This is an optimization exercise on Yosys and OpenROAD, whose aim is small area, not a production implementation.
The RTL was checked by simulation tests, not by an equivalence proof against the original design.
Power and IR drop assume default switching activity.

`flow/design.v`:
```
module odin_neuron_update (
    input  wire          CLK,
    input  wire [127:0]  NEUR_STATE,                
    input  wire [ 31:0]  SYNARRAY_RDATA,            
    input  wire          SYN_SIGN,                  
    input  wire [  2:0]  NEUR_ADDR_LSB,             
    input  wire [  4:0]  CTRL_NEUR_VIRTS,           
    input  wire          CTRL_NEUR_EVENT,           
    input  wire          CTRL_NEUR_TREF,            
    input  wire          CTRL_NEUR_BURST_END,       
    input  wire          SPI_PROPAGATE_UNMAPPED_SYN,
    output reg  [ 57:0]  NEUR_STATE_NEXT,           
    output reg           NEUR_V_UP_NEXT,
    output reg           NEUR_V_DOWN_NEXT,
    output reg  [  6:0]  NEUR_EVENT_OUT,
    output wire [ 14:0]  NEUR_STATE_MONITOR
);
    wire [127:0] S   = NEUR_STATE;
    wire         lif = S[0];
    wire [3:0] syn_w4     = SYNARRAY_RDATA >> {NEUR_ADDR_LSB, 2'b0};
    wire       virt       = |CTRL_NEUR_VIRTS;
    wire [2:0] syn_weight = virt ? CTRL_NEUR_VIRTS[4:2] : (syn_w4[2:0] & {3{syn_w4[3] | SPI_PROPAGATE_UNMAPPED_SYN}});
    wire       syn_sign   = virt ? CTRL_NEUR_VIRTS[1]   : SYN_SIGN;
    wire       time_ref   = virt ? CTRL_NEUR_VIRTS[0]   : CTRL_NEUR_TREF;
    wire tref = CTRL_NEUR_EVENT &  time_ref;               
    wire exc  = CTRL_NEUR_EVENT & ~time_ref & ~syn_sign;   
    wire inh  = CTRL_NEUR_EVENT & ~time_ref &  syn_sign;   
    wire        do_leak = tref & S[8];
    wire        sub     = do_leak | inh;
    wire [ 7:0] opb     = do_leak ? {1'b0, S[7:1]} : ((exc | inh) ? {5'b0, syn_weight} : 8'b0);
    wire [ 8:0] low     = {1'b0, S[77:70]} + {1'b0, opb ^ {8{sub}}} + {8'b0, sub};
    wire [ 2:0] high    = S[80:78] + {3{sub}} + {2'b0, low[8]};
    wire [10:0] acc     = {high, low[7:0]};
    wire [7:0] lif_core_i  = sub ? (low[8] ? low[7:0] : 8'h00) : (low[8] ? 8'hFF : low[7:0]);
    wire       lif_spike   = (lif_core_i >= S[16:9]);
    wire [7:0] lif_core_n  = lif_spike ? 8'd0 : lif_core_i;
    wire [2:0] fi_sel          = S[11:9];
    wire [2:0] spk_ref         = S[14:12];
    wire [2:0] isi_ref         = S[17:15];
    wire       reson_sharp_en  = S[18];
    wire [2:0] thr             = S[21:19];
    wire [2:0] rfr             = S[24:22];
    wire [2:0] dapdel          = S[27:25];
    wire       spklat_en       = S[28];
    wire       dap_en          = S[29];
    wire [2:0] stim_thr        = S[32:30];
    wire       phasic_en       = S[33];
    wire       mixed_en        = S[34];
    wire       class2_en       = S[35];
    wire       neg_en          = S[36];
    wire       rebound_en      = S[37];
    wire       inhin_en        = S[38];
    wire       bist_en         = S[39];
    wire       reson_en        = S[40];
    wire       thrvar_en       = S[41];
    wire       thr_sel_of      = S[42];
    wire [3:0] thrleak         = S[46:43];
    wire       acc_en          = S[47];
    wire       ca_en           = S[48];
    wire [2:0] thetamem        = S[51:49];
    wire [2:0] ca_theta1       = S[54:52];
    wire [2:0] ca_theta2       = S[57:55];
    wire [2:0] ca_theta3       = S[60:58];
    wire [4:0] caleak          = S[65:61];
    wire       burst_incr      = S[66];
    wire [2:0] reson_sharp_amt = S[69:67];
    wire       refrac          = S[81];
    wire [3:0] core            = S[85:82];
    wire [2:0] dcnt            = S[88:86];
    wire [3:0] ss              = S[92:89];
    wire [3:0] st              = S[96:93];
    wire       phasic_lock     = S[97];
    wire       mixed_lock      = S[98];
    wire       spkout_done     = S[99];
    wire [1:0] s0p             = S[101:100];
    wire [1:0] iep             = S[103:102];
    wire       bist_lock       = S[104];
    wire       inhin_lock      = S[105];
    wire [1:0] rs              = S[107:106];
    wire [3:0] thrmod          = S[111:108];
    wire [3:0] tlcnt           = S[115:112];
    wire [2:0] cal             = S[118:116];
    wire [4:0] ccnt            = S[123:119];
    wire       burst_lock      = S[124];
    wire [7:0] acc_old = S[80:73];
    wire [7:0] acc_new = acc[10:3];
    wire       toggle   = acc_old[fi_sel] ^ acc_new[fi_sel];
    wire       ovfl_leak = toggle & tref;
    wire       ovfl_exc  = toggle & exc;
    wire       ovfl_inh  = toggle & inh;
    wire       sgte      = ~ss[3] & (ss[2:0] >= stim_thr);
    wire       stgte     = ~st[3] & (st[2:0] >= stim_thr);
    wire [3:0] ss_neg    = -ss;
    wire [3:0] st_neg    = -st;
    wire       stgti     =  st[3] & (st_neg >= {1'b0, stim_thr});
    wire       stz       = (st == 4'b0);
    wire       stim_zero = tref & stz;
    wire       lone_exc  = stim_zero & ~s0p[1] & iep[0];
    wire       lone_inh  = stim_zero & ~s0p[1] & iep[1];
    wire       st_up     = ovfl_exc & (st != 4'b0111);
    wire       st_dn     = ovfl_inh & (st != 4'b1001);
    wire [3:0] st_pm     = st + {{3{~ovfl_exc}}, 1'b1};
    wire [3:0] st_n      = tref ? 4'b0 : ((st_up | st_dn) ? st_pm : st);
    wire [3:0] ss_n      = tref ? st : ss;
    wire [1:0] s0p_n     = tref ? {s0p[0], ~stz} : s0p;
    wire [1:0] iep_n     = tref ? {stgti, stgte} : iep;
    wire [2:0] inc3      = mixed_lock ? 3'd1 : (spk_ref + {2'b0, ~&spk_ref});
    wire [3:0] teff      = {1'b0, thr} + thrmod;
    wire       core_z    = (core == 4'b0);
    wire       core_7    = (core == 4'b0111);
    wire       hold_pre  = (spklat_en & |dcnt) | (phasic_lock & core_z);
    reg        c_inc, c_dec, c_sub, c_zero;
    always @(*) begin
        c_inc = 1'b0; c_dec = 1'b0; c_sub = 1'b0; c_zero = 1'b0;
        if (hold_pre) begin
        end else if (tref) begin
            if (reson_en)
                c_dec = (rs == 2'd3);
            else if (refrac)
                c_inc = ~burst_lock;
            else if (acc_en)
                c_sub = ~spkout_done;
            else if (dap_en && (dcnt == 3'b1) && ~core_z)
                c_zero = 1'b1;
            else if (ovfl_leak && ~core_z) begin
                c_inc = core[3];
                c_dec = ~core[3];
            end
        end else if (ovfl_inh) begin
            if (reson_en) begin
                c_inc =  rs[0] & ~core_7;
                c_dec = ~rs[0] & ~core_z;
            end else
                c_dec = ~refrac & ~(neg_en ? (core == 4'b1000) : core_z);
        end else if (ovfl_exc) begin
            if (reson_en) begin
                c_inc = ~rs[0] & ~core_7;
                c_dec =  rs[0] & ~core_z;
            end else
                c_inc = ~refrac & ~(class2_en & ~sgte & ~stgte) & ~core_7;
        end
    end
    wire [3:0] core_b    = c_sub ? ~st : {4{c_dec}};
    wire [3:0] core_sum  = core + core_b + {3'b0, c_sub | c_inc};
    wire [3:0] core_i    = c_zero ? 4'b0 : core_sum;
    wire       core_i_z  = (core_i == 4'b0);
    wire       core_i_th = (core_i == teff);
    reg  [1:0] rs_i;
    always @(*) begin
        if (~reson_en)
            rs_i = 2'd0;
        else if (tref) begin
            if (core_z)
                rs_i = 2'd0;
            else case (rs)
                2'd0: rs_i = 2'd3;
                2'd1: rs_i = 2'd2;
                2'd2: rs_i = 2'd0;
                default: rs_i = core_i_z ? 2'd0 : 2'd1;
            endcase
        end else
            rs_i = rs;
    end
    reg spike;
    always @(*) begin
        if (reson_sharp_en)
            spike = ovfl_exc & (dcnt == reson_sharp_amt);
        else if (spklat_en)
            spike = tref & (dcnt == 3'b1);
        else if (rebound_en)
            spike = lone_inh | core_i_th;
        else if (bist_en)
            spike = (~bist_lock & lone_exc) | (bist_lock & core_i_z) | core_i_th;
        else if (inhin_lock)
            spike = core_i_z;
        else if (reson_en)
            spike = (rs_i == 2'd0) & core_i_th;
        else
            spike = core_i_th;
    end
    wire [6:0] izh_event = mixed_lock ? {spike, 6'b0} : {spike, spk_ref, isi_ref};
    wire       tl_en     = thrvar_en & |thrleak & tref;
    wire       tl_eq     = (tlcnt == (thrleak - 4'b1));
    wire       thr_leak  = tl_en & tl_eq;
    wire [3:0] tlcnt_n   = tl_en ? (tl_eq ? 4'b0 : tlcnt + 4'b1) : tlcnt;
    wire [3:0] pat       = st + {1'b0, thr};
    wire       tm_up     = thr_sel_of ? spike : ovfl_exc;
    wire       tm_dn     = ~thr_sel_of & ovfl_inh;
    wire [3:0] tm_b      = tm_up ? (burst_incr ? {1'b0, inc3} : 4'd1) : ((tm_dn | ~thrmod[3]) ? 4'hF : 4'd1);
    wire [3:0] tm_sum    = thrmod + tm_b;
    wire       tm_sat    = ((4'b0111 - teff) < {1'b0, inc3});
    reg  [3:0] thrmod_n;
    always @(*) begin
        if (acc_en)
            thrmod_n = ~tref ? thrmod : (~pat[3] ? st : (st[3] ? (4'b0001 - {1'b0, thr}) : (4'b0111 - {1'b0, thr})));
        else if (~thrvar_en)
            thrmod_n = thrmod;
        else if (tm_up)
            thrmod_n = burst_incr ? (tm_sat ? 4'b0111 : tm_sum) : ((teff == 4'b0111) ? thrmod : tm_sum);
        else if (tm_dn)
            thrmod_n = (teff == 4'b0001) ? thrmod : tm_sum;
        else if (thr_leak & |thrmod)
            thrmod_n = tm_sum;
        else
            thrmod_n = thrmod;
    end
    wire       inhin_n   = (inhin_en & ~refrac & ((-core) == teff)) ? 1'b1 :
                           ((stim_zero & inhin_lock) ? 1'b0 : inhin_lock);
    wire       refrac_n  = (spike | inhin_n) ? (~dap_en & |rfr & ~reson_en) : (core_i_z ? 1'b0 : refrac);
    wire [3:0] core_n    = spike ? ((dap_en | reson_en) ? {1'b0, rfr} : -{1'b0, rfr}) : core_i;
    wire [1:0] rs_n      = (spike & reson_en) ? 2'd1 : rs_i;
    wire       spklat_ev = spklat_en & core_i_th & (core != teff);
    reg  [2:0] dcnt_n;
    always @(*) begin
        if (reson_sharp_en)
            dcnt_n = (tref & ~&dcnt) ? dcnt + 3'b1 : (ovfl_exc ? 3'b0 : dcnt);
        else if ((dap_en & spike) | spklat_ev)
            dcnt_n = dapdel;
        else
            dcnt_n = (tref & |dcnt) ? dcnt - 3'b1 : dcnt;
    end
    reg phasic_n, mixed_n;
    always @(*) begin
        if ((spike & (stgte | sgte)) | (tref & spkout_done & (core_z | refrac) & stgte)) begin
            phasic_n = phasic_en;
            mixed_n  = mixed_en;
        end else if (~sgte) begin
            phasic_n = 1'b0;
            mixed_n  = 1'b0;
        end else begin
            phasic_n = phasic_lock;
            mixed_n  = mixed_lock;
        end
    end
    wire       spkdone_n = ~tref & (spike | spkout_done);
    wire       bist_n    = bist_lock ^ (bist_en & lone_exc);
    wire       burst_n   = (spike & |izh_event[5:3]) | (~CTRL_NEUR_BURST_END & burst_lock);
    wire [54:0] izh_n = {burst_n, ccnt_n, cal_n, tlcnt_n, thrmod_n, rs_n, inhin_n, bist_n,
                         iep_n, s0p_n, spkdone_n, mixed_n, phasic_n, st_n, ss_n, dcnt_n,
                         core_n, refrac_n, acc};
    wire       m_ca_en   = lif ? S[17]     : ca_en;
    wire [4:0] m_caleak  = lif ? S[39:35]  : caleak;
    wire [4:0] m_ccnt    = lif ? S[85:81]  : ccnt;
    wire [2:0] m_cal     = lif ? S[80:78]  : cal;
    wire       m_spike   = lif ? lif_spike : spike;
    wire       cc_en     = m_ca_en & |m_caleak & tref;
    wire       cc_eq     = (m_ccnt == (m_caleak - 5'b1));
    wire       ca_leak   = cc_en & cc_eq;
    wire [4:0] ccnt_n    = cc_en ? (cc_eq ? 5'b0 : m_ccnt + 5'b1) : m_ccnt;
    wire       cal_inc   = m_ca_en & m_spike & ~ca_leak & ~&m_cal;
    wire       cal_dec   = m_ca_en & ca_leak & ~m_spike & |m_cal;
    wire [3:0] cal_sum   = {1'b0, m_cal} + {1'b0, cal_inc ? ((~lif & burst_incr) ? inc3 : 3'd1) : 3'b111};
    wire [2:0] cal_n     = cal_inc ? (cal_sum[3] ? 3'b111 : cal_sum[2:0]) : (cal_dec ? cal_sum[2:0] : m_cal);
    wire [4:0] lif_cnt_n = ccnt_n;
    wire [2:0] lif_cal_n = cal_n;
    wire [2:0] m_th1      = lif ? S[28:26] : ca_theta1;
    wire [2:0] m_th2      = lif ? S[31:29] : ca_theta2;
    wire [2:0] m_th3      = lif ? S[34:32] : ca_theta3;
    wire       ca_win1    = (m_th1 <= cal_n);
    wire       lif_mem_ge = (lif_core_n >= S[25:18]);
    wire       izh_mem_ge = (core_n[2:0] >= thetamem);
    wire       mem_hi     = lif ? lif_mem_ge  : (~core_n[3] &  izh_mem_ge);
    wire       mem_lo     = lif ? ~lif_mem_ge : (~core_n[3] & ~izh_mem_ge);
    wire       v_up       = m_ca_en & mem_hi & ca_win1 & (cal_n < m_th3);
    wire       v_down     = m_ca_en & mem_lo & ca_win1 & (cal_n < m_th2);
    reg lif_q;
    always @(posedge CLK) begin
        lif_q            <= lif;
        NEUR_STATE_NEXT  <= lif ? {S[127:86], lif_cnt_n, lif_cal_n, lif_core_n}
                                : {S[127:125], izh_n};
        NEUR_V_UP_NEXT   <= v_up;
        NEUR_V_DOWN_NEXT <= v_down;
        NEUR_EVENT_OUT   <= S[127] ? 7'b0 : (lif ? {lif_spike, 6'b0} : izh_event);
    end
    assign NEUR_STATE_MONITOR = {NEUR_V_UP_NEXT, NEUR_V_DOWN_NEXT,
                                 lif_q ? NEUR_STATE_NEXT[10:8] : NEUR_STATE_NEXT[48:46],
                                 lif_q ? 2'b0 : NEUR_STATE_NEXT[37:36],
                                 lif_q ? NEUR_STATE_NEXT[7:4] : 4'b0,
                                 lif_q ? NEUR_STATE_NEXT[3:0] : NEUR_STATE_NEXT[15:12]};
endmodule
```
`flow/flow/run.sh`:
```
#!/bin/bash
# Own layout flow: the standard ORFS flow, with two changes.
#  - Synthesis (own_synth.tcl): the standard synthesis script, except that
#    arithmetic is left as plain gates for ABC (no full/half adder cell
#    extraction) and ABC uses an area-oriented script (abc_area_deep.script).
#    The registers, their names and cell types are those of the standard synthesis.
#  - Port buffers use the smallest buffer cell (buf_1) instead of the one
#    buffer_ports picks by default.
set -euo pipefail
W=$(pwd)
sed -e "s#@ABC_SCRIPT@#$W/flow/abc_area_deep.script#" -e "s#@FLOW_SYNTH@#$W/synth_recipe.tcl#" flow/own_synth.tcl > own_synth.tcl
bash standard.sh \
  SYNTH_SCRIPT=$W/own_synth.tcl \
  "BUFFER_PORTS_ARGS=-buffer_cell sky130_fd_sc_hd__buf_1" \
  finish > standard_flow.log 2>&1
```
`flow/flow/abc_area_deep.script`:
```
strash
&get -n
&deepsyn -T 60
&put
dch -f
amap -F 4 -A 8
topo
stime -c
```
`flow/flow/own_synth.tcl`:
```
# The standard synthesis (synth_recipe.tcl) with two changes: arithmetic is
# left as plain gates for ABC (no full/half adder cell extraction), and ABC
# runs an area-oriented script instead of ORFS's speed script.
proc extract_fa {args} { puts "own flow: full/half adder extraction skipped" }
proc abc {args} {
  set i [lsearch -exact $args -script]
  if { $i >= 0 } { set args [lreplace $args $i [expr {$i + 1}] -script @ABC_SCRIPT@] }
  yosys abc {*}$args
}
source @FLOW_SYNTH@
```
`flow/standard.sh`:
```
#!/bin/bash
# synth_recipe.tcl (not shown) runs the flow's synth.tcl, then flattens the netlist and writes it again
# the make line also repeats each setting of config.mk as NAME=value (left out here)
make -C /OpenROAD-flow-scripts/flow DESIGN_CONFIG=/design/flow/config.mk WORK_HOME=/design/flow/orfs CLKGATE_MAP_FILE= SYNTH_SCRIPT=/design/flow/synth_recipe.tcl "${@:-finish}"
```
`flow/config.mk`:
```
export PLATFORM = sky130hd
export DESIGN_NAME = odin_neuron_update
export DESIGN_NICKNAME = odin_neuron_update
export VERILOG_FILES = /design/flow/design.v
export SDC_FILE = /design/flow/constraint.sdc
export NUM_CORES = 4
export LEC_CHECK = 0
export CAP_MARGIN = 20
export CORE_MARGIN = 2
export CORE_UTILIZATION = 40
export CTS_BUF_LIST = sky130_fd_sc_hd__clkbuf_4
export SLEW_MARGIN = 20
```
`flow/constraint.sdc`:
```
create_clock -name core_clock -period 12.0 [get_ports {CLK}]
set_input_delay 2.4000 -clock core_clock [delete_from_list [all_inputs] [get_ports {CLK}]]
set_output_delay 2.4000 -clock core_clock [all_outputs]
set_load 0.01 [all_outputs]
```
==> results of run 1 <==
## area by class of cell
class,count,area (um2)
Fill cell,1439,5680
Antenna cell,2,5.00
Inverter,128,480
Tap cell,176,220
Clock inverter,4,42.5
Timing Repair Buffer,335,1570
Sequential cell,68,1360
Multi-Input combinational cell,632,3710
Clock buffer,10,75.1
## layer usage
| metal | vias to the layer above | track usage (%) | wire length [um] | share of wire, % |
|---|---|---|---|---|
| li1 | 3781 | - | - | - |
| met1 | 3506 | 39.5 | 9610 | 42 |
| met2 | 378 | 50.0 | 10500 | 46 |
| met3 | 43 | 8.76 | 2290 | 10 |
| met4 | 0 | 8.31 | 535 | 2.3 |
| met5 | - | 0 | 0 | 0 |
## metrics by stage
stage	utilization (%)	hold WS (ns)	cells	power, W
floorplan	-	2.43	830	0.000415
global placement	53.3	2.50	1326	0.000540
detailed placement	53.3	2.50	1326	0.000540
CTS	54.2	2.02	1340	0.000684
global route	56.8	2.01	1355	0.000751
finish	56.8	2.04	1355	0.000708
## sequential cells by signal, summed over array words and instances, names as in the netlist
name              cells
NEUR_EVENT_OUT        7
NEUR_STATE_NEXT      58
NEUR_V_DOWN_NEXT      1
NEUR_V_UP_NEXT        1
lif_q                 1
## power by group through the flow
| stage | registers [W] | logic (W) | clock network (W) |
|---|---|---|---|
| floorplan | 0.000272 | 0.000143 | 0 |
| global placement | 0.000262 | 0.000278 | 0 |
| detailed placement | 0.000262 | 0.000278 | 0 |
| CTS | 0.000257 | 0.000279 | 0.000148 |
| global route | 0.000259 | 0.000335 | 0.000157 |
| finish | 0.000257 | 0.000307 | 0.000144 |
## cell families after synthesis
kind of cell	Yosys count	synth area share (%)
buf+inv	130	9.30
xor+xnor	2	0.329
flops	68	25.6
compound gates	340	41.5
simple gates	290	23.3
## how the worst min path moves through the flow
stage                     slack (ns)                  end  cells past startpoint             from
after detailed placement        2.50  NEUR_STATE_NEXT[56]                      1  NEUR_STATE[126]
after CTS                       2.02  NEUR_STATE_NEXT[56]                      1  NEUR_STATE[126]
after floorplan                 2.43  NEUR_STATE_NEXT[55]                      0  NEUR_STATE[125]
after global placement          2.50  NEUR_STATE_NEXT[55]                      1  NEUR_STATE[125]
after global routing            2.01  NEUR_STATE_NEXT[55]                      1  NEUR_STATE[125]
final                           2.04  NEUR_STATE_NEXT[56]                      1  NEUR_STATE[126]
## cell usage after synthesis (all sizes together) (10+ instances only)
cell type and instances:
a31oi 15, nor2 154, nor2b 12, o21ai 68, dfxtp 68, nand2 60, a21oi 78, nor3 27
clkinv 128, o22ai 63, a222oi 11, nor4 12, o221ai 15, a211oi 10
## timing repair
item / in CTS / in global routing
gates cloned: 0 / 0
buffers inserted: 0 / 13
endpoints found under the hold margin: 0 / 0
pin swaps: 0 / 43
hold buffers: 0 / 0
setup endpoints to repair: 1 / 15
resized for setup: 1 / 74
## critical path: cells and delay by family
kind	cells	cell delay, ns
simple gates	27	3.30
buf+inv	10	1.06
compound gates	34	5.15
## cell usage in the layout (no fill, tap or decap), types with 9 or more instances in the layout
master      n
buf_4      79
nor2_2     10
a31oi_1    14
dfxtp_1    68
nand2_1    59
nor3_1     25
clkbuf_4   10
clkinv_1  123
a211oi_1    9
nor2b_1    11
o22ai_1    56
nor4_1     10
o21ai_0    57
o221ai_1   14
buf_1     252
a222oi_1   11
nor2_1    144
a21oi_1    70
==> impl_metrics.ini, run 1 <==
[sta]
setup_viol = 0
fmax_mhz = 86.4
worst_pin_slew_ns = 0.809
min_period_ns = 11.57
final_max_slew_viol_count = 0
finalHoldViolCount = 0
fin_tns_setup_ns = 0
fin_ws_ns = 0.427
maxSlewHeadroom_pct = 45.5
final.period_utilization_pct = 96.4

[critical_path]
worstPathArrival_ns = 11.92
critPathMaxFanout = 5
crit_required_ns = 12.35
crit_slowest_cell = a222oi_1
startpoint = NEUR_ADDR_LSB[2]
cp-endpoint = NEUR_V_DOWN_NEXT
cpPeakStageDelay_ns = 0.40
endpoint_kind = flip-flop
cp-start-kind = input pin
critPathKind = input pin to flip-flop

[synthesis]
avgSynthCellArea_um2 = 6.42
ys_seq_elements = 68
yosysTopAreaCell = dfxtp_1
async_flop_share_pct = 0
synthCells = 830
synth.area.top_cells = dfxtp_1 (26%), nor2_1 (11%), clkinv_1 (9.0%)
syn_nets = 1004
synth_enable_flop_cells = 0
ys_seq_area_share_pct = 25.6
yosys_warnings = 1
yosysTopAreaCellShare_pct = 25.6
synth_area_mm2 = 0.00533
ys_types = 48
synthFlopType = dfxtp_1

[clock_network]
cts_tree = done
htree_levels = 3
cts.sinks = 68
clkTransAtPathRegs_ns = 0.10
cts_made_buffers = 9
clock_path_buffers = 2
cts_root_buf = clkbuf_4

[drt]
antenna_left = 0
wire_per_inst_um = 16.9
vias = 7708
drtIter0Drc = 697
drt_pass1_iterations = 5
drt-total-wl_um = 22900
drcViolationCount = 0
vias_per_cell = 5.69

[global_route]
grt.total_usage_pct = 30.6
grt_pass1_vias = 6783
antenna_found_initial = 2
grt_start_max_net_pins = 53
overflow = 0
grt_pass1_wl_um = 34500

[power]
p_leak_nw = 2.67
clkPwrFrac_pct = 20.3
pwr-share-seq_pct = 36.3
internal-power_w = 0.000432
p_comb_share_pct = 43.4
switching_share_pct = 39.0
p_sw_w = 0.000276
peakVddDrop_mv = 0.0517
pwr_density_cell_mw_per_mm2 = 94.9

[placement]
place_area_mm2 = 0.00700
place_congestion = 0.991
place_ws_ns = -0.449
post-dp-hpwl_um = 18500
port_buffers = 255

[floorplan]
die_w_um = 119
die_area_mm2 = 0.0143
rows = 42
ioPinCount = 256
initial_core_util_pct = 40.5
die_h_um = 119
core_area_mm2 = 0.0131

[hold_path]
hold_class = input pin to flip-flop

[final_layout]
area_growth_pct = 40.0
layout-drive-gt1-share_pct = 12.7
fin_area_mm2 = 0.00746
nets = 1348

[outcome]
status = complete, no violations

[job]
cap_violations = 0
==> inputs of run 2 (changes only) <==
--- a/flow/design.v
+++ b/flow/design.v
@@ -180,9 +180,10 @@
     end
     wire [6:0] izh_event = mixed_lock ? {spike, 6'b0} : {spike, spk_ref, isi_ref};
     wire       tl_en     = thrvar_en & |thrleak & tref;
-    wire       tl_eq     = (tlcnt == (thrleak - 4'b1));
+    wire [3:0] tlcnt_inc = tlcnt + 4'b1;
+    wire       tl_eq     = (tlcnt_inc == thrleak);        
     wire       thr_leak  = tl_en & tl_eq;
-    wire [3:0] tlcnt_n   = tl_en ? (tl_eq ? 4'b0 : tlcnt + 4'b1) : tlcnt;
+    wire [3:0] tlcnt_n   = tl_en ? (tl_eq ? 4'b0 : tlcnt_inc) : tlcnt;
     wire [3:0] pat       = st + {1'b0, thr};
     wire       tm_up     = thr_sel_of ? spike : ovfl_exc;
     wire       tm_dn     = ~thr_sel_of & ovfl_inh;
@@ -210,14 +211,15 @@
     wire [3:0] core_n    = spike ? ((dap_en | reson_en) ? {1'b0, rfr} : -{1'b0, rfr}) : core_i;
     wire [1:0] rs_n      = (spike & reson_en) ? 2'd1 : rs_i;
     wire       spklat_ev = spklat_en & core_i_th & (core != teff);
+    wire [2:0] dcnt_pm   = dcnt + {{2{~reson_sharp_en}}, 1'b1};    
     reg  [2:0] dcnt_n;
     always @(*) begin
         if (reson_sharp_en)
-            dcnt_n = (tref & ~&dcnt) ? dcnt + 3'b1 : (ovfl_exc ? 3'b0 : dcnt);
+            dcnt_n = (tref & ~&dcnt) ? dcnt_pm : (ovfl_exc ? 3'b0 : dcnt);
         else if ((dap_en & spike) | spklat_ev)
             dcnt_n = dapdel;
         else
-            dcnt_n = (tref & |dcnt) ? dcnt - 3'b1 : dcnt;
+            dcnt_n = (tref & |dcnt) ? dcnt_pm : dcnt;
     end
     reg phasic_n, mixed_n;
     always @(*) begin
@@ -244,9 +246,10 @@
     wire [2:0] m_cal     = lif ? S[80:78]  : cal;
     wire       m_spike   = lif ? lif_spike : spike;
     wire       cc_en     = m_ca_en & |m_caleak & tref;
-    wire       cc_eq     = (m_ccnt == (m_caleak - 5'b1));
+    wire [4:0] ccnt_inc  = m_ccnt + 5'b1;
+    wire       cc_eq     = (ccnt_inc == m_caleak);        
     wire       ca_leak   = cc_en & cc_eq;
-    wire [4:0] ccnt_n    = cc_en ? (cc_eq ? 5'b0 : m_ccnt + 5'b1) : m_ccnt;
+    wire [4:0] ccnt_n    = cc_en ? (cc_eq ? 5'b0 : ccnt_inc) : m_ccnt;
     wire       cal_inc   = m_ca_en & m_spike & ~ca_leak & ~&m_cal;
     wire       cal_dec   = m_ca_en & ca_leak & ~m_spike & |m_cal;
     wire [3:0] cal_sum   = {1'b0, m_cal} + {1'b0, cal_inc ? ((~lif & burst_incr) ? inc3 : 3'd1) : 3'b111};
--- a/flow/config.mk
+++ b/flow/config.mk
@@ -7,6 +7,7 @@
 export LEC_CHECK = 0
 export CAP_MARGIN = 20
 export CORE_MARGIN = 2
-export CORE_UTILIZATION = 40
-export CTS_BUF_LIST = sky130_fd_sc_hd__clkbuf_4
+export CORE_UTILIZATION = 50
+export CTS_BUF_LIST = sky130_fd_sc_hd__clkbuf_8
+export GPL_TIMING_DRIVEN = 0
 export SLEW_MARGIN = 20
==> impl_metrics.ini, run 2 <==
[outcome]
status = complete, no violations

[drt]
drcViolationCount = 0
drtIter0Drc = 679
wire_per_inst_um = 16.7
drt_pass1_iterations = 9
vias_per_cell = 5.95
drt-total-wl_um = 20900
antenna_left = 0
vias = 7453

[sta]
maxSlewHeadroom_pct = 33.5
fmax_mhz = 86.6
fin_ws_ns = 0.456
final_max_slew_viol_count = 0
min_period_ns = 11.54
final.period_utilization_pct = 96.2
fin_tns_setup_ns = 0
finalHoldViolCount = 0
setup_viol = 0
worst_pin_slew_ns = 0.988

[final_layout]
top_regs = NEUR_STATE_NEXT (58), NEUR_EVENT_OUT (7)
layout_commonest_cell = buf_1
layout-drive-gt1-share_pct = 11.8
largest-register = NEUR_STATE_NEXT
area_growth_pct = 37.6
layout_common_cells = buf_1 (250), nor2_1 (121), clkinv_1 (116)
antennaDiodeCount = 0
nets = 1286
finalNonFillerCells = 1253
largest_register_ffs = 58

[critical_path]
crit_required_ns = 12.24
worstPathArrival_ns = 11.78
critPathKind = input pin to flip-flop
endpoint_kind = flip-flop
cp-start-kind = input pin
cp_top_family = compound AO/OA/AOI/OAI gates
cp_num_buf_inv = 11
cpPeakStageDelay_ns = 0.40
critPathMaxFanout = 6
crit_slowest_cell = o32a_1

[synthesis]
ys_seq_elements = 68
synthCells = 811
ys_top_cells_by_count = nor2_1 (142), clkinv_1 (131), o21ai_0 (76)
syn_nets = 985
yosysTopAreaCell = dfxtp_1
ys_seq_area_share_pct = 25.9
synth.area.top_cells = dfxtp_1 (26%), nor2_1 (10%), clkinv_1 (9.4%)
synthFlopType = dfxtp_1
yosysTopAreaCellShare_pct = 25.9
synth_most_common_cell = nor2_1
avgSynthCellArea_um2 = 6.48
ys_types = 49
async_flop_share_pct = 0
synth_area_mm2 = 0.00526
yosys_warnings = 1
synth_enable_flop_cells = 0

[clock_network]
htree_levels = 3
clkTransAtPathRegs_ns = 0.08
cts_made_buffers = 9
cts_root_buf = clkbuf_8
clock_path_buffers = 2
cts.sinks = 68
cts_tree = done
ctsHoldBuffers = 0

[placement]
dp.cells = 1203
post-dp-hpwl_um = 16100
place_ws_ns = -2.87
place_congestion = 0.986
port_buffers = 255

[power]
pwr_density_cell_mw_per_mm2 = 103
peakVddDrop_mv = 0.0702
p_leak_nw = 2.52
total_power_w = 0.000747

[global_route]
antenna_found_initial = 1
grt_pass1_vias = 6335
grt.total_usage_pct = 34.8
overflow = 0
grt_start_max_net_pins = 47
grt_pass1_wl_um = 31600

[floorplan]
rows = 37
die_h_um = 107
die_area_mm2 = 0.0114
initial_core_util_pct = 51.2
ioPinCount = 256
core_area_mm2 = 0.0103
die_w_um = 107

[job]
cap_violations = 0

[hold_path]
hold_class = input pin to flip-flop
[run 2: cell count changes after synthesis, sizes merged, moves of 4 or more]
cell / delta
a21oi: -14
nor2: -12
nor3: -9
o21ai: +8
a31oi: -7
o22a: +7
o22ai: +5
nand2: +4
o221ai: -4
[run 2: cell type report]
type / instances / area (um2)
Buffer: 2 / 15.0
Clock buffer: 9 / 124
Clock inverter: 7 / 67.6
Fill cell: 970 / 3040
Inverter: 131 / 513
Multi-Input combinational cell: 610 / 3730
Sequential cell: 68 / 1360
Tap cell: 136 / 170
Timing Repair Buffer: 290 / 1250
[run 2: cell families after synthesis]
family                    after synthesis  share of synthesized area, %
and+or+nand+nor                       265                          21.2
AOI/OAI and AO/OA                     343                          43.0
xor gates and xnor gates                2                         0.333
DFF                                    68                          25.9
buffers and inverters                 133                          9.64
[run 2: power by group]
part | switching [W] | internal, W | leakage [nW]
registers | 0.0000111 | 0.000249 | 0.571
clock network | 0.0000987 | 0.0000953 | 0.0968
logic | 0.000182 | 0.000111 | 1.85
total | 0.000292 | 0.000455 | 2.52
[run 2: what timing repair did]
| item | CTS | global route |
|---|---|---|
| buffers inserted | 15 | 19 |
| pin swaps | 16 | 53 |
| endpoints found under the setup margin | 16 | 9 |
| gates resized for setup | 47 | 75 |
| cloned | 0 | 0 |
[run 2: path summary, 6_finish.rpt]
path                  depth (start not counted)             endpoint  slack, ns               start
worst max-delay path                         67       NEUR_V_UP_NEXT       0.46  CTRL_NEUR_VIRTS[2]
worst min-delay path                          1  NEUR_STATE_NEXT[55]       2.14     NEUR_STATE[125]
[run 2: per-layer routing]
metal  global-route usage [%]  share of wire, %  vias up
met5                        0                 0        -
met4                     9.00               1.9        0
met3                     6.56                11       51
met2                     56.1                46      427
met1                     47.9                42     3356
li1                         -                 -     3619
[run 2: per-stage QoR]
step	hold slack, ns	util, %	area [um2]
2_1_floorplan	2.43	-	5280
3_3_place_gp	2.49	62.3	6410
3_5_place_dp	2.50	62.6	6430
4_1_cts	2.14	66.9	6880
5_1_grt	2.14	70.4	7240
6_report	2.14	70.4	7240
==> inputs of run 3 (changes only) <==
--- a/flow/flow/run.sh
+++ b/flow/flow/run.sh
@@ -6,10 +6,12 @@
 #    The registers, their names and cell types are those of the standard synthesis.
 #  - Port buffers use the smallest buffer cell (buf_1) instead of the one
 #    buffer_ports picks by default.
+#  - Clock tree synthesis inserts no dummy loads.
 set -euo pipefail
 W=$(pwd)
 sed -e "s#@ABC_SCRIPT@#$W/flow/abc_area_deep.script#" -e "s#@FLOW_SYNTH@#$W/synth_recipe.tcl#" flow/own_synth.tcl > own_synth.tcl
 bash standard.sh \
   SYNTH_SCRIPT=$W/own_synth.tcl \
   "BUFFER_PORTS_ARGS=-buffer_cell sky130_fd_sc_hd__buf_1" \
+  "CTS_ARGS=-sink_clustering_enable -repair_clock_nets -dont_use_dummy_load -buf_list sky130_fd_sc_hd__clkbuf_8" \
   finish > standard_flow.log 2>&1
==> flow/flow/abc_area_deep.script (replaced) <==
strash
&get -n
&deepsyn -T 240
&put
dch -f
amap -F 4 -A 8
topo
stime -c
==> impl_metrics.ini, run 3 <==
[sta]
fmax_mhz = 83.2
worst_pin_slew_ns = 0.878
setup_viol = 1
final_max_slew_viol_count = 0
final.period_utilization_pct = 100
finalHoldViolCount = 0
maxSlewHeadroom_pct = 40.7
min_period_ns = 12.02
fin_ws_ns = -0.0217
holdWs_ns = 2.13
rsz0062_at_grt = yes

[critical_path]
cp-start-kind = input pin
crit_required_ns = 12.23
crit_slowest_cell = a222oi_1
endpoint_kind = flip-flop
cpMostUsedCell = nor2_1
critPathKind = input pin to flip-flop
critPathMaxFanout = 6
worstPathArrival_ns = 12.26
cpPeakStageDelay_ns = 0.41

[placement]
port_buffers = 255
place_area_mm2 = 0.00640
post-dp-hpwl_um = 15600
place_congestion = 0.987
dp.cells = 1193

[hold_path]
hold_class = input pin to flip-flop

[power]
peakVddDrop_mv = 0.0561
clkPwrFrac_pct = 21.0
switching_share_pct = 38.8
internal-power_w = 0.000423
p_comb_share_pct = 41.7
p_sw_w = 0.000268
p_leak_nw = 2.50
pwr_density_cell_mw_per_mm2 = 95.7
total_power_w = 0.000692
pwr-share-seq_pct = 37.3

[synthesis]
synth_area_mm2 = 0.00522
ys_seq_elements = 68
syn_nets = 975
ys_top_cells_by_count = nor2_1 (140), clkinv_1 (124), o21ai_0 (74)
avgSynthCellArea_um2 = 6.52
ys_seq_area_share_pct = 26.1
synthFlopType = dfxtp_1
synth.area.top_cells = dfxtp_1 (26%), nor2_1 (10%), clkinv_1 (8.9%)
yosysTopAreaCellShare_pct = 26.1
yosysTopAreaCell = dfxtp_1
ys_types = 46
synth_most_common_cell = nor2_1
yosys_warnings = 1
synth_enable_flop_cells = 0
async_flop_share_pct = 0
synthCells = 801

[drt]
drt-total-wl_um = 20400
vias = 7425
vias_per_cell = 6.02
drtIter0Drc = 687
drt_pass1_iterations = 8
wire_per_inst_um = 16.6
drcViolationCount = 0
antenna_left = 0

[outcome]
status = finished with violations
so_faults = setup timing

[clock_network]
cts.sinks = 68
clock_path_buffers = 2
htree_levels = 3
clkTransAtPathRegs_ns = 0.07
cts_made_buffers = 9
cts_root_buf = clkbuf_8
cts_tree = done
ctsHoldBuffers = 0

[floorplan]
rows = 37
die_h_um = 106
die_area_mm2 = 0.0113
initial_core_util_pct = 51.0
die_w_um = 106
ioPinCount = 256
core_area_mm2 = 0.0102

[final_layout]
largest-register = NEUR_STATE_NEXT
antennaDiodeCount = 0
layout-drive-gt1-share_pct = 11.9
finalNonFillerCells = 1234
fillerInstances = 965
final_core_util_pct = 70.6
layout_common_cells = buf_1 (250), nor2_1 (122), clkinv_1 (110)
largest_register_ffs = 58
area_growth_pct = 38.4
nets = 1274
top_regs = NEUR_STATE_NEXT (58), NEUR_EVENT_OUT (7)
layout_commonest_cell = buf_1
fin_area_mm2 = 0.00723

[global_route]
overflow = 0
antenna_found_initial = 0
grt_pass1_wl_um = 30800
grt_pass1_vias = 6395
grt.total_usage_pct = 34.1
grt_start_max_net_pins = 46

[job]
cap_violations = 0
## run 3: cell types whose count changed in the layout (fill, tap and decap cells not counted), sizes merged, moves of 4 or more
cell    change
a21oi       -5
a222oi      -5
a31oi       -4
clkinv     -12
nand2       -7
nand3       +4
o31ai       +6
or3         +6
## run 3: repair_timing
action | in CTS | in global routing
setup buffers | 12 | 20
pin swaps | 11 | 51
resized for setup | 46 | 96
endpoints found under the setup margin | 27 | 12
## run 3: through the flow
step,setup WS [ns],setup TNS [ns]
after floorplan,0.0756,0
after global placement,-2.97,-31.24
after detailed placement,-3.09,-34.20
after CTS,0.0171,0
after global routing,-0.653,-1.86
final,-0.0217,-0.0217
## run 3: area by class of cell
cell class | instances | area [um2] | share of cell area (%)
Tap cell | 136 | 170 | 2.35
Multi-Input combinational cell | 607 | 3830 | 53.0
Timing Repair Buffer | 288 | 1250 | 17.3
Inverter | 124 | 478 | 6.61
Clock buffer | 9 | 124 | 1.71
Buffer | 2 | 15.0 | 0.208
Sequential cell | 68 | 1360 | 18.8
## run 3: worst max-delay path, delay by kind of cell
family / cells / cell delay, ns
buffers and inverters: 8 / 0.89
AO/OA/AOI/OAI: 33 / 5.25
AND/OR/NAND/NOR: 24 / 3.65
## run 3: logic make-up (layout without fill, tap and decap cells)
group                  count (synthesis)  count (layout)  synth area share, %
AOI/OAI and AO/OA                    330             330                 41.6
and+or+nand+nor                      277             277                 23.1
buffers and inverters                126             423                 9.20
DFF                                   68              68                 26.1
## run 3: path summary, 6_finish.rpt
kind             start                   to  slack, ns  depth (start not counted)
min    NEUR_STATE[125]  NEUR_STATE_NEXT[55]       2.13                          1
max   NEUR_ADDR_LSB[2]     NEUR_V_DOWN_NEXT      -0.02                         65
## run 3: power by group through the flow
stage | clock network (W) | logic, W | registers (W)
2_1_floorplan | 0 | 0.000137 | 0.000274
3_3_place_gp | 0 | 0.000237 | 0.000263
3_5_place_dp | 0 | 0.000240 | 0.000263
4_1_cts | 0.000146 | 0.000257 | 0.000258
5_1_grt | 0.000154 | 0.000313 | 0.000260
6_report | 0.000145 | 0.000288 | 0.000258
## run 3: routing by layer
metal | GRT usage (%) | part of all wire [%] | up-vias
li1 | - | - | 3596
met1 | 46.2 | 41 | 3249
met2 | 53.3 | 44 | 506
met3 | 6.01 | 11 | 74
met4 | 14.2 | 4.0 | 0
met5 | 0 | 0 | -
==> inputs of run 4 (changes only) <==
--- a/flow/design.v
+++ b/flow/design.v
@@ -187,23 +187,20 @@
     wire [3:0] pat       = st + {1'b0, thr};
     wire       tm_up     = thr_sel_of ? spike : ovfl_exc;
     wire       tm_dn     = ~thr_sel_of & ovfl_inh;
-    wire [3:0] tm_b      = tm_up ? (burst_incr ? {1'b0, inc3} : 4'd1) : ((tm_dn | ~thrmod[3]) ? 4'hF : 4'd1);
-    wire [3:0] tm_sum    = thrmod + tm_b;
+    wire [3:0] tm_sum_up = thrmod + (burst_incr ? {1'b0, inc3} : 4'd1);
+    wire [3:0] tm_sum_nu = thrmod + ((tm_dn | ~thrmod[3]) ? 4'hF : 4'd1);
     wire       tm_sat    = ((4'b0111 - teff) < {1'b0, inc3});
+    wire [3:0] tm_up_v   = burst_incr ? (tm_sat ? 4'b0111 : tm_sum_up) : ((teff == 4'b0111) ? thrmod : tm_sum_up);
+    wire [3:0] tm_nu_v   = tm_dn ? ((teff == 4'b0001) ? thrmod : tm_sum_nu) :
+                           ((thr_leak & |thrmod) ? tm_sum_nu : thrmod);
     reg  [3:0] thrmod_n;
     always @(*) begin
         if (acc_en)
             thrmod_n = ~tref ? thrmod : (~pat[3] ? st : (st[3] ? (4'b0001 - {1'b0, thr}) : (4'b0111 - {1'b0, thr})));
         else if (~thrvar_en)
             thrmod_n = thrmod;
-        else if (tm_up)
-            thrmod_n = burst_incr ? (tm_sat ? 4'b0111 : tm_sum) : ((teff == 4'b0111) ? thrmod : tm_sum);
-        else if (tm_dn)
-            thrmod_n = (teff == 4'b0001) ? thrmod : tm_sum;
-        else if (thr_leak & |thrmod)
-            thrmod_n = tm_sum;
         else
-            thrmod_n = thrmod;
+            thrmod_n = tm_up ? tm_up_v : tm_nu_v;
     end
     wire       inhin_n   = (inhin_en & ~refrac & ((-core) == teff)) ? 1'b1 :
                            ((stim_zero & inhin_lock) ? 1'b0 : inhin_lock);
@@ -250,22 +247,29 @@
     wire       cc_eq     = (ccnt_inc == m_caleak);        
     wire       ca_leak   = cc_en & cc_eq;
     wire [4:0] ccnt_n    = cc_en ? (cc_eq ? 5'b0 : ccnt_inc) : m_ccnt;
-    wire       cal_inc   = m_ca_en & m_spike & ~ca_leak & ~&m_cal;
-    wire       cal_dec   = m_ca_en & ca_leak & ~m_spike & |m_cal;
-    wire [3:0] cal_sum   = {1'b0, m_cal} + {1'b0, cal_inc ? ((~lif & burst_incr) ? inc3 : 3'd1) : 3'b111};
-    wire [2:0] cal_n     = cal_inc ? (cal_sum[3] ? 3'b111 : cal_sum[2:0]) : (cal_dec ? cal_sum[2:0] : m_cal);
+    wire       cal_inc1  = m_ca_en & ~ca_leak & ~&m_cal;           
+    wire       cal_dec0  = m_ca_en &  ca_leak &  |m_cal;           
+    wire [3:0] cal_sum1  = {1'b0, m_cal} + {1'b0, (~lif & burst_incr) ? inc3 : 3'd1};
+    wire [2:0] cal_n1    = cal_inc1 ? (cal_sum1[3] ? 3'b111 : cal_sum1[2:0]) : m_cal;
+    wire [2:0] cal_n0    = cal_dec0 ? m_cal - 3'b1 : m_cal;
+    wire [2:0] cal_n     = m_spike ? cal_n1 : cal_n0;
     wire [4:0] lif_cnt_n = ccnt_n;
     wire [2:0] lif_cal_n = cal_n;
     wire [2:0] m_th1      = lif ? S[28:26] : ca_theta1;
     wire [2:0] m_th2      = lif ? S[31:29] : ca_theta2;
     wire [2:0] m_th3      = lif ? S[34:32] : ca_theta3;
-    wire       ca_win1    = (m_th1 <= cal_n);
-    wire       lif_mem_ge = (lif_core_n >= S[25:18]);
-    wire       izh_mem_ge = (core_n[2:0] >= thetamem);
-    wire       mem_hi     = lif ? lif_mem_ge  : (~core_n[3] &  izh_mem_ge);
-    wire       mem_lo     = lif ? ~lif_mem_ge : (~core_n[3] & ~izh_mem_ge);
-    wire       v_up       = m_ca_en & mem_hi & ca_win1 & (cal_n < m_th3);
-    wire       v_down     = m_ca_en & mem_lo & ca_win1 & (cal_n < m_th2);
+    wire [3:0] izh_core_s = (dap_en | reson_en) ? {1'b0, rfr} : -{1'b0, rfr};
+    wire       mem_hi1    = lif ? (S[25:18] == 8'd0) : (~izh_core_s[3] & (izh_core_s[2:0] >= thetamem));
+    wire       mem_lo1    = lif ? (S[25:18] != 8'd0) : (~izh_core_s[3] & (izh_core_s[2:0] <  thetamem));
+    wire       mem_ge0    = lif ? (lif_core_i >= S[25:18]) : (core_i[2:0] >= thetamem);
+    wire       mem_hi0    = lif ?  mem_ge0 : (~core_i[3] &  mem_ge0);
+    wire       mem_lo0    = lif ? ~mem_ge0 : (~core_i[3] & ~mem_ge0);
+    wire       v_up1      = m_ca_en & mem_hi1 & (m_th1 <= cal_n1) & (cal_n1 < m_th3);
+    wire       v_down1    = m_ca_en & mem_lo1 & (m_th1 <= cal_n1) & (cal_n1 < m_th2);
+    wire       v_up0      = m_ca_en & mem_hi0 & (m_th1 <= cal_n0) & (cal_n0 < m_th3);
+    wire       v_down0    = m_ca_en & mem_lo0 & (m_th1 <= cal_n0) & (cal_n0 < m_th2);
+    wire       v_up       = m_spike ? v_up1   : v_up0;
+    wire       v_down     = m_spike ? v_down1 : v_down0;
     reg lif_q;
     always @(posedge CLK) begin
         lif_q            <= lif;
--- a/flow/flow/run.sh
+++ b/flow/flow/run.sh
@@ -6,12 +6,10 @@
 #    The registers, their names and cell types are those of the standard synthesis.
 #  - Port buffers use the smallest buffer cell (buf_1) instead of the one
 #    buffer_ports picks by default.
-#  - Clock tree synthesis inserts no dummy loads.
 set -euo pipefail
 W=$(pwd)
 sed -e "s#@ABC_SCRIPT@#$W/flow/abc_area_deep.script#" -e "s#@FLOW_SYNTH@#$W/synth_recipe.tcl#" flow/own_synth.tcl > own_synth.tcl
 bash standard.sh \
   SYNTH_SCRIPT=$W/own_synth.tcl \
   "BUFFER_PORTS_ARGS=-buffer_cell sky130_fd_sc_hd__buf_1" \
-  "CTS_ARGS=-sink_clustering_enable -repair_clock_nets -dont_use_dummy_load -buf_list sky130_fd_sc_hd__clkbuf_8" \
   finish > standard_flow.log 2>&1
==> flow/flow/abc_area_deep.script (replaced) <==
strash
&get -n
&deepsyn -T 60
&put
dch -f
amap -F 4 -A 8
topo
stime -c
==> impl_metrics.ini, run 4 <==
[synthesis]
synth_most_common_cell = nor2_1
ys_seq_area_share_pct = 24.2
ys_types = 49
synth_enable_flop_cells = 0
async_flop_share_pct = 0
yosys_warnings = 1
avgSynthCellArea_um2 = 6.39
yosysTopAreaCellShare_pct = 24.2
ys_top_cells_by_count = nor2_1 (164), clkinv_1 (142), a21oi_1 (76)
syn_nets = 1053
synthFlopType = dfxtp_1
synthCells = 879
synth_area_mm2 = 0.00562
synth.area.top_cells = dfxtp_1 (24%), nor2_1 (11%), clkinv_1 (9.5%)
yosysTopAreaCell = dfxtp_1
ys_seq_elements = 68

[sta]
holdWs_ns = 2.12
worst_pin_slew_ns = 1.05
final.period_utilization_pct = 92.8
fin_tns_setup_ns = 0
setup_viol = 0
maxSlewHeadroom_pct = 28.0
final_max_slew_viol_count = 0
fmax_mhz = 89.8
finalHoldViolCount = 0
min_period_ns = 11.14

[job]
cap_violations = 0

[floorplan]
initial_core_util_pct = 51.6
die_area_mm2 = 0.0121
die_w_um = 110
die_h_um = 110
core_area_mm2 = 0.0109
rows = 38
ioPinCount = 256

[power]
peakVddDrop_mv = 0.0760
pwr_density_cell_mw_per_mm2 = 103
p_leak_nw = 2.49

[drt]
drtIter0Drc = 850
vias_per_cell = 6.01
drt_pass1_iterations = 6
drt-total-wl_um = 21500
drcViolationCount = 0
wire_per_inst_um = 16.5
antenna_left = 0
vias = 7841

[global_route]
grt_pass1_vias = 6555
grt_pass1_wl_um = 32600
grt.total_usage_pct = 34.7
overflow = 0
grt_start_max_net_pins = 50
antenna_found_initial = 2

[final_layout]
layout-drive-gt1-share_pct = 7.65
largest-register = NEUR_STATE_NEXT
largest_register_ffs = 58
final_core_util_pct = 67.2
antennaDiodeCount = 0
fillerInstances = 1060
layout_commonest_cell = buf_1
fin_area_mm2 = 0.00731
area_growth_pct = 30.1
top_regs = NEUR_STATE_NEXT (58), NEUR_EVENT_OUT (7)
nets = 1333
layout_common_cells = buf_1 (252), nor2_1 (152), clkinv_1 (125)

[clock_network]
htree_levels = 3
clkTransAtPathRegs_ns = 0.08
cts_made_buffers = 9
cts_root_buf = clkbuf_8
cts.sinks = 68
clock_path_buffers = 2
cts_tree = done

[critical_path]
worstPathArrival_ns = 11.41
crit_required_ns = 12.27
critPathKind = input pin to flip-flop
endpoint_kind = flip-flop
cpMostUsedCell = nor2_1
cpPeakStageDelay_ns = 0.40
cp-start-kind = input pin
critPathMaxFanout = 6
crit_slowest_cell = or3_1

[placement]
place_area_mm2 = 0.00677
place_congestion = 1.01
port_buffers = 255
post-dp-hpwl_um = 17300

[hold_path]
hold_class = input pin to flip-flop
hold_depth = 1

[outcome]
status = complete, no violations
## run 4: changes by cell type after synthesis, moves of 5 or more
cell	delta
a21oi_1	+17
a31oi_1	+13
clkinv_1	+18
nor2_1	+24
nor3_1	+11
o21a_1	+6
o221ai_1	+6
o22a_1	-5
o22ai_1	-5
## run 4: worst max-delay path, delay by kind of cell
family	cells	cell delay, ns
AOI/OAI and AO/OA	27	4.37
and+or+nand+nor	31	3.76
buffers and inverters	8	0.89
## run 4: cell type report
cell class | count | area (um2) | share of cell area, %
Multi-Input combinational cell | 667 | 3930 | 53.7
Sequential cell | 68 | 1360 | 18.6
Timing Repair Buffer | 269 | 1080 | 14.8
Inverter | 142 | 552 | 7.54
Tap cell | 140 | 175 | 2.40
Clock buffer | 9 | 124 | 1.69
Clock inverter | 7 | 75.1 | 1.03
Buffer | 2 | 15.0 | 0.205
## run 4: kinds of logic (layout without fill, tap and decap cells)
logic type | count (synthesis) | in the layout | synth area share (%)
AOI/OAI and AO/OA | 368 | 368 | 43.2
and+or+nand+nor | 297 | 297 | 22.5
buffers and inverters | 144 | 429 | 9.75
DFF | 68 | 68 | 24.2
xor gates and xnor gates | 2 | 2 | 0.312
## run 4: per-stage QoR
step	power [W]	setup WS (ns)	cells
2_1_floorplan	0.000433	0.656	879
3_3_place_gp	0.000533	-2.56	1274
3_5_place_dp	0.000534	-2.48	1275
4_1_cts	0.000736	0.0403	1294
5_1_grt	0.000800	-0.0469	1304
6_report	0.000754	0.861	1304
## run 4: path summary, 6_finish.rpt
path                    startpoint                  end  slack, ns
setup / recovery  NEUR_ADDR_LSB[0]  NEUR_STATE_NEXT[40]       0.86
hold / removal     NEUR_STATE[125]  NEUR_STATE_NEXT[55]       2.12
## run 4: metal layers
layer | vias to the layer above | wire, um | track usage [%]
li1 | 3848 | - | -
met1 | 3444 | 8720 | 46.7
met2 | 476 | 9580 | 54.6
met3 | 73 | 2350 | 6.35
met4 | 0 | 863 | 14.1
met5 | - | 0 | 0
## run 4: repair_timing
action,CTS,global route
resized for setup,28,52
gates cloned,0,0
hold buffers,0,0
pin swaps,3,15
endpoints found under the setup margin,27,27
setup buffers,3,10
## run 4: power breakdown
part | internal [W] | switching (W)
clock | 0.0000968 | 0.0000997
combinational | 0.000108 | 0.000191
sequential | 0.000249 | 0.00000878
total | 0.000454 | 0.000300
==> inputs of run 5 (changes only) <==
--- a/flow/flow/run.sh
+++ b/flow/flow/run.sh
@@ -6,10 +6,12 @@
 #    The registers, their names and cell types are those of the standard synthesis.
 #  - Port buffers use the smallest buffer cell (buf_1) instead of the one
 #    buffer_ports picks by default.
+#  - Clock tree synthesis inserts no dummy loads.
 set -euo pipefail
 W=$(pwd)
 sed -e "s#@ABC_SCRIPT@#$W/flow/abc_area_deep.script#" -e "s#@FLOW_SYNTH@#$W/synth_recipe.tcl#" flow/own_synth.tcl > own_synth.tcl
 bash standard.sh \
   SYNTH_SCRIPT=$W/own_synth.tcl \
   "BUFFER_PORTS_ARGS=-buffer_cell sky130_fd_sc_hd__buf_1" \
+  "CTS_ARGS=-sink_clustering_enable -repair_clock_nets -dont_use_dummy_load -buf_list sky130_fd_sc_hd__clkbuf_8" \
   finish > standard_flow.log 2>&1
==> flow/flow/abc_area_deep.script (replaced) <==
strash
&get -n
&deepsyn -T 240
&put
dch -f
amap -F 4 -A 8
topo
stime -c
==> impl_metrics.ini, run 5 <==
[outcome]
status = complete, no violations

[floorplan]
die_h_um = 109
ioPinCount = 256
die_w_um = 109
rows = 38
core_area_mm2 = 0.0108
die_area_mm2 = 0.0120
initial_core_util_pct = 51.2

[synthesis]
avgSynthCellArea_um2 = 6.40
ys_types = 51
ys_seq_area_share_pct = 24.5
ys_seq_elements = 68
async_flop_share_pct = 0
yosysTopAreaCell = dfxtp_1
yosysTopAreaCellShare_pct = 24.5
syn_nets = 1042
synth_most_common_cell = nor2_1
synth_area_mm2 = 0.00556
ys_top_cells_by_count = nor2_1 (155), clkinv_1 (140), o21ai_0 (87)
yosys_warnings = 1
synth.area.top_cells = dfxtp_1 (25%), nor2_1 (10%), clkinv_1 (9.5%)
synthCells = 868
synth_enable_flop_cells = 0
synthFlopType = dfxtp_1

[critical_path]
cp-start-kind = input pin
critPathKind = input pin to flip-flop
endpoint_kind = flip-flop
worstPathArrival_ns = 11.75
startpoint = NEUR_ADDR_LSB[0]
cpMostUsedCell = nor2_1
crit_slowest_cell = o32ai_1
cp_top_family = compound AO/OA/AOI/OAI gates
crit_required_ns = 12.23
cpPeakStageDelay_ns = 0.35
critPathMaxFanout = 6
cp_num_buf_inv = 9

[hold_path]
hold_start = NEUR_STATE[125]
hold_class = input pin to flip-flop

[global_route]
antenna_found_initial = 0
grt_pass1_vias = 6494
grt.total_usage_pct = 33.9
grt_start_max_net_pins = 45
grt_pass1_wl_um = 31600
overflow = 0

[final_layout]
nets = 1327
largest_register_ffs = 58
layout-drive-gt1-share_pct = 7.47
antennaDiodeCount = 0
layout_commonest_cell = buf_1
multi_input_area_mm2 = 0.00387
largest-register = NEUR_STATE_NEXT
fillerInstances = 1074
area_growth_pct = 29.8
final-seq-area_mm2 = 0.00136
final_core_util_pct = 66.5
top_regs = NEUR_STATE_NEXT (58), NEUR_EVENT_OUT (7)
layout_common_cells = buf_1 (251), nor2_1 (140), clkinv_1 (127)
fin_area_mm2 = 0.00721

[power]
total_power_w = 0.000689
p_leak_nw = 2.46
pwr_density_cell_mw_per_mm2 = 95.5
peakVddDrop_mv = 0.0836

[clock_network]
htree_levels = 3
cts_made_buffers = 9
cts_root_buf = clkbuf_8
clock_path_buffers = 2
ctsHoldBuffers = 0
clkTransAtPathRegs_ns = 0.06
cts_tree = done
cts.sinks = 68

[sta]
finalHoldViolCount = 0
setup_viol = 0
fin_ws_ns = 0.486
worst_pin_slew_ns = 1.02
final_max_slew_viol_count = 0
min_period_ns = 11.51
final.period_utilization_pct = 95.9
maxSlewHeadroom_pct = 31.9
fmax_mhz = 86.9
fin_tns_setup_ns = 0

[drt]
vias = 7754
wire_per_inst_um = 16.5
drt-total-wl_um = 21300
drcViolationCount = 0
drt_pass1_iterations = 6
vias_per_cell = 6.01
drtIter0Drc = 700
antenna_left = 0

[placement]
place_area_mm2 = 0.00672
port_buffers = 255
place_ws_ns = -3.13
place_congestion = 0.979
post-dp-hpwl_um = 16700

[job]
cap_violations = 0
[run 5: cell count changes in the layout (fill, tap and decap cells not counted), sizes merged, moves of 7 or more]
cell   before  now
o21ai      73   87
nor2      164  155
o22ai      66   59
a21oi      76   68
[run 5: final cells by class]
type,count,area share [%]
multi-input combinational,658,53.7
inverter,140,7.48
tap,140,2.43
clock buffer,9,1.72
buffer,2,0.208
sequential,68,18.9
timing repair buffer,274,15.6
[run 5: per-layer routing]
| layer | global-route usage [%] | up-vias | share of wire [%] |
|---|---|---|---|
| met2 | 54.0 | 386 | 45 |
| met4 | 11.4 | 0 | 2.2 |
| li1 | - | 3802 | - |
| met3 | 7.35 | 44 | 11 |
| met1 | 45.3 | 3522 | 42 |
| met5 | 0 | - | 0 |
[run 5: path summary, 6_finish.rpt]
kind / cells after the start / slack, ns / to
setup / recovery: 67 / 0.49 / NEUR_V_DOWN_NEXT
hold / removal: 1 / 2.13 / NEUR_STATE_NEXT[55]
[run 5: power by group]
group | switching [W] | internal (W) | total (W)
Sequential | 0.00000918 | 0.000248 | 0.000257
Clock | 0.0000823 | 0.0000668 | 0.000149
Combinational | 0.000180 | 0.000103 | 0.000282
Total | 0.000271 | 0.000418 | 0.000689
[run 5: cell families (layout without fill, tap and decap cells)]
family / count (synthesis) / after routing / synth area share (%)
flip-flops: 68 / 68 / 24.5
AND/OR/NAND/NOR: 298 / 298 / 23.4
XOR/XNOR: 1 / 1 / 0.158
AO/OA/AOI/OAI: 359 / 359 / 42.3
buffers and inverters: 142 / 425 / 9.73
[run 5: stage by stage]
step / cells / hold WS (ns)
finish: 1291 / 2.13
global route: 1291 / 2.13
CTS: 1278 / 2.12
detailed placement: 1264 / 2.50
global placement: 1263 / 2.49
floorplan: 868 / 2.43
[run 5: what timing repair did]
| action | CTS | global route |
|---|---|---|
| pin swaps | 3 | 16 |
| setup endpoints to repair | 27 | 27 |
| buffers inserted | 5 | 13 |
| resized for setup | 22 | 51 |
==> inputs of run 6 (changes only) <==
--- a/flow/flow/run.sh
+++ b/flow/flow/run.sh
@@ -13,5 +13,5 @@
 bash standard.sh \
   SYNTH_SCRIPT=$W/own_synth.tcl \
   "BUFFER_PORTS_ARGS=-buffer_cell sky130_fd_sc_hd__buf_1" \
-  "CTS_ARGS=-sink_clustering_enable -repair_clock_nets -dont_use_dummy_load -buf_list sky130_fd_sc_hd__clkbuf_8" \
+  "CTS_ARGS=-sink_clustering_enable -repair_clock_nets -dont_use_dummy_load -buf_list sky130_fd_sc_hd__clkbuf_8 -sink_clustering_size 30 -sink_clustering_max_diameter 150" \
   finish > standard_flow.log 2>&1
==> impl_metrics.ini, run 6 <==
[synthesis]
avgSynthCellArea_um2 = 6.36
yosysTopAreaCell = dfxtp_1
ys_seq_elements = 68
ys_seq_area_share_pct = 24.9
yosysTopAreaCellShare_pct = 24.9
synth.area.top_cells = dfxtp_1 (25%), nor2_1 (11%), clkinv_1 (9.5%)
ys_top_cells_by_count = nor2_1 (157), clkinv_1 (138), o21ai_0 (85)
yosys_warnings = 1
ys_types = 47
synthFlopType = dfxtp_1
synthCells = 861
syn_nets = 1035
synth_area_mm2 = 0.00548
synth_most_common_cell = nor2_1
async_flop_share_pct = 0
synth_enable_flop_cells = 0

[sta]
final_max_slew_viol_count = 0
maxSlewHeadroom_pct = 33.1
finalHoldViolCount = 0
fmax_mhz = 89.8
setup_viol = 0
worst_pin_slew_ns = 1.00
final.period_utilization_pct = 92.8
holdWs_ns = 2.11
min_period_ns = 11.14

[floorplan]
rows = 38
ioPinCount = 256
die_w_um = 109
die_h_um = 109
die_area_mm2 = 0.0118
core_area_mm2 = 0.0107
initial_core_util_pct = 51.0

[drt]
drcViolationCount = 0
vias_per_cell = 5.96
drt-total-wl_um = 20500
drtIter0Drc = 610
vias = 7575
wl_met3_um = 2250
wire_per_inst_um = 16.1
antenna_left = 0
wl_met2_um = 9290
wl_met1_um = 8290
drt_pass1_iterations = 9
dr.max_layer_used = met4

[critical_path]
cpMostUsedCell = nor2_1
critPathMaxFanout = 5
endpoint_kind = flip-flop
cp-start-kind = input pin
cp_top_family = compound AO/OA/AOI/OAI gates
crit_required_ns = 12.23
startpoint = NEUR_ADDR_LSB[0]
cp-endpoint = NEUR_STATE_NEXT[18]
worstPathArrival_ns = 11.38
cpPeakStageDelay_ns = 0.40
cp_num_cells = 56
crit_slowest_cell = a222oi_1
critPathKind = input pin to flip-flop
cp_num_buf_inv = 7

[clock_network]
cts_root_buf = clkbuf_8
clock_path_buffers = 2
ctsHoldBuffers = 0
clkTransAtPathRegs_ns = 0.08
htree_levels = 3
cts.sinks = 68
cts_made_buffers = 9
cts_tree = done

[final_layout]
layout_common_cells = buf_1 (254), nor2_1 (148), clkinv_1 (133)
layout_commonest_cell = buf_1
final_core_util_pct = 64.7
largest-register = NEUR_STATE_NEXT
top_regs = NEUR_STATE_NEXT (58), NEUR_EVENT_OUT (7)
layout-drive-gt1-share_pct = 4.24
largest_register_ffs = 58
nets = 1308
antennaDiodeCount = 0
area_growth_pct = 26.9

[power]
p_leak_nw = 2.33
total_power_w = 0.000668
peakVddDrop_mv = 0.0761
pwr_density_cell_mw_per_mm2 = 96.1

[global_route]
antenna_found_initial = 0
grt.total_usage_pct = 33.5
grt_pass1_wl_um = 31000
grt_pass1_vias = 6446
grt_start_max_net_pins = 40
overflow = 0

[placement]
post-dp-hpwl_um = 16600
port_buffers = 255
place_congestion = 0.997

[outcome]
status = complete, no violations

[hold_path]
hold_start = NEUR_STATE[125]
hold_class = input pin to flip-flop

[job]
cap_violations = 0
## run 6: final cells by class
cell class / count / area, um2
flip-flops and latches: 68 / 1360
multi-input cells: 653 / 3720
well taps: 140 / 175
plain buffers: 2 / 15.0
inverters: 138 / 523
clock buffers: 9 / 124
repair buffers: 262 / 1030
fillers: 1119 / 3790
## run 6: where the power goes
group | switching, W | internal [W]
combinational | 0.000171 | 0.0000939
sequential | 0.00000913 | 0.000248
clock | 0.0000790 | 0.0000667
total | 0.000259 | 0.000409
## run 6: through the flow
stage          area (um2)  cells  TNS (ns)  setup slack, ns
5_1_grt              6950   1272    -0.193          -0.0826
2_1_floorplan        5480    861         0            0.998
4_1_cts              6780   1266         0           0.0678
6_report             6950   1272         0            0.858
3_5_place_dp         6610   1256    -47.60            -2.17
3_3_place_gp         6610   1256    -48.83            -2.27
## run 6: metal layers
layer  up-vias  track usage, %
li1       3753               -
met1      3334            43.6
met2       440            53.5
met3        48            7.77
met4         0            13.9
met5         -               0
## run 6: what timing repair did
item	4_1_cts	5_1_grt
pin swaps	1	7
setup buffers	1	5
gates cloned	0	0
endpoints found under the setup margin	27	27
resized for setup	11	30
## run 6: how the worst min path moves through the flow
stage	slack (ns)	cells past startpoint	end
after global placement	2.49	1	NEUR_STATE_NEXT[56]
after detailed placement	2.50	1	NEUR_STATE_NEXT[55]
final	2.11	1	NEUR_STATE_NEXT[55]
after CTS	2.11	1	NEUR_STATE_NEXT[55]
after floorplan	2.43	0	NEUR_STATE_NEXT[55]
after global routing	2.11	1	NEUR_STATE_NEXT[56]
## run 6: kinds of logic after synthesis
logic type	share of synthesized area [%]
compound gates	43.4
simple gates	22.0
buf+inv	9.73
flops	24.9

-- port drivers added, routing unchanged --
The flow's constraints put no driver on any port. The routed layouts listed below were extracted and timed again, unchanged, in two steps. Step 1 (the two cells are an assumption about what drives the block):
set clk [get_ports {CLK}]
set_driving_cell -lib_cell sky130_fd_sc_hd__clkbuf_16 $clk
set_driving_cell -lib_cell sky130_fd_sc_hd__buf_2 [delete_from_list [all_inputs] $clk]
Step 2 also shifts input and output timing later by t, the mid clock arrival at the registers, as if the neighbouring blocks saw the same clock. Three values: ideal ports, drivers, drivers and shift; two values: the first two.
run	t, ns	slack for setup (ns)	hold slack, ns	clock arrival spread, ns	cell pins on the clock port's net
run 1	0.489	0.427 / 0.443 / -0.047	2.035 / 2.023 / 2.512	0.021 / 0.021	1
run 2	0.386	0.456 / 0.469 / 0.084	2.138 / 2.124 / 2.510	0.016 / 0.015	1
run 3	0.385	-0.022 / -0.043 / -0.428	2.130 / 2.118 / 2.503	0.025 / 0.025	1
run 4	0.406	0.861 / 0.873 / 0.467	2.115 / 2.106 / 2.512	0.018 / 0.018	1
run 5	0.396	0.486 / 0.496 / 0.100	2.128 / 2.115 / 2.511	0.017 / 0.016	1
run 6	0.396	0.858 / 0.870 / 0.475	2.115 / 2.101 / 2.497	0.018 / 0.019	1
With both steps, setup timing fails in run 1, where it was met with ideal ports. The setup slack of run 1, which loses most, moves by +0.016 ns with the drivers and by -0.474 ns with both steps.
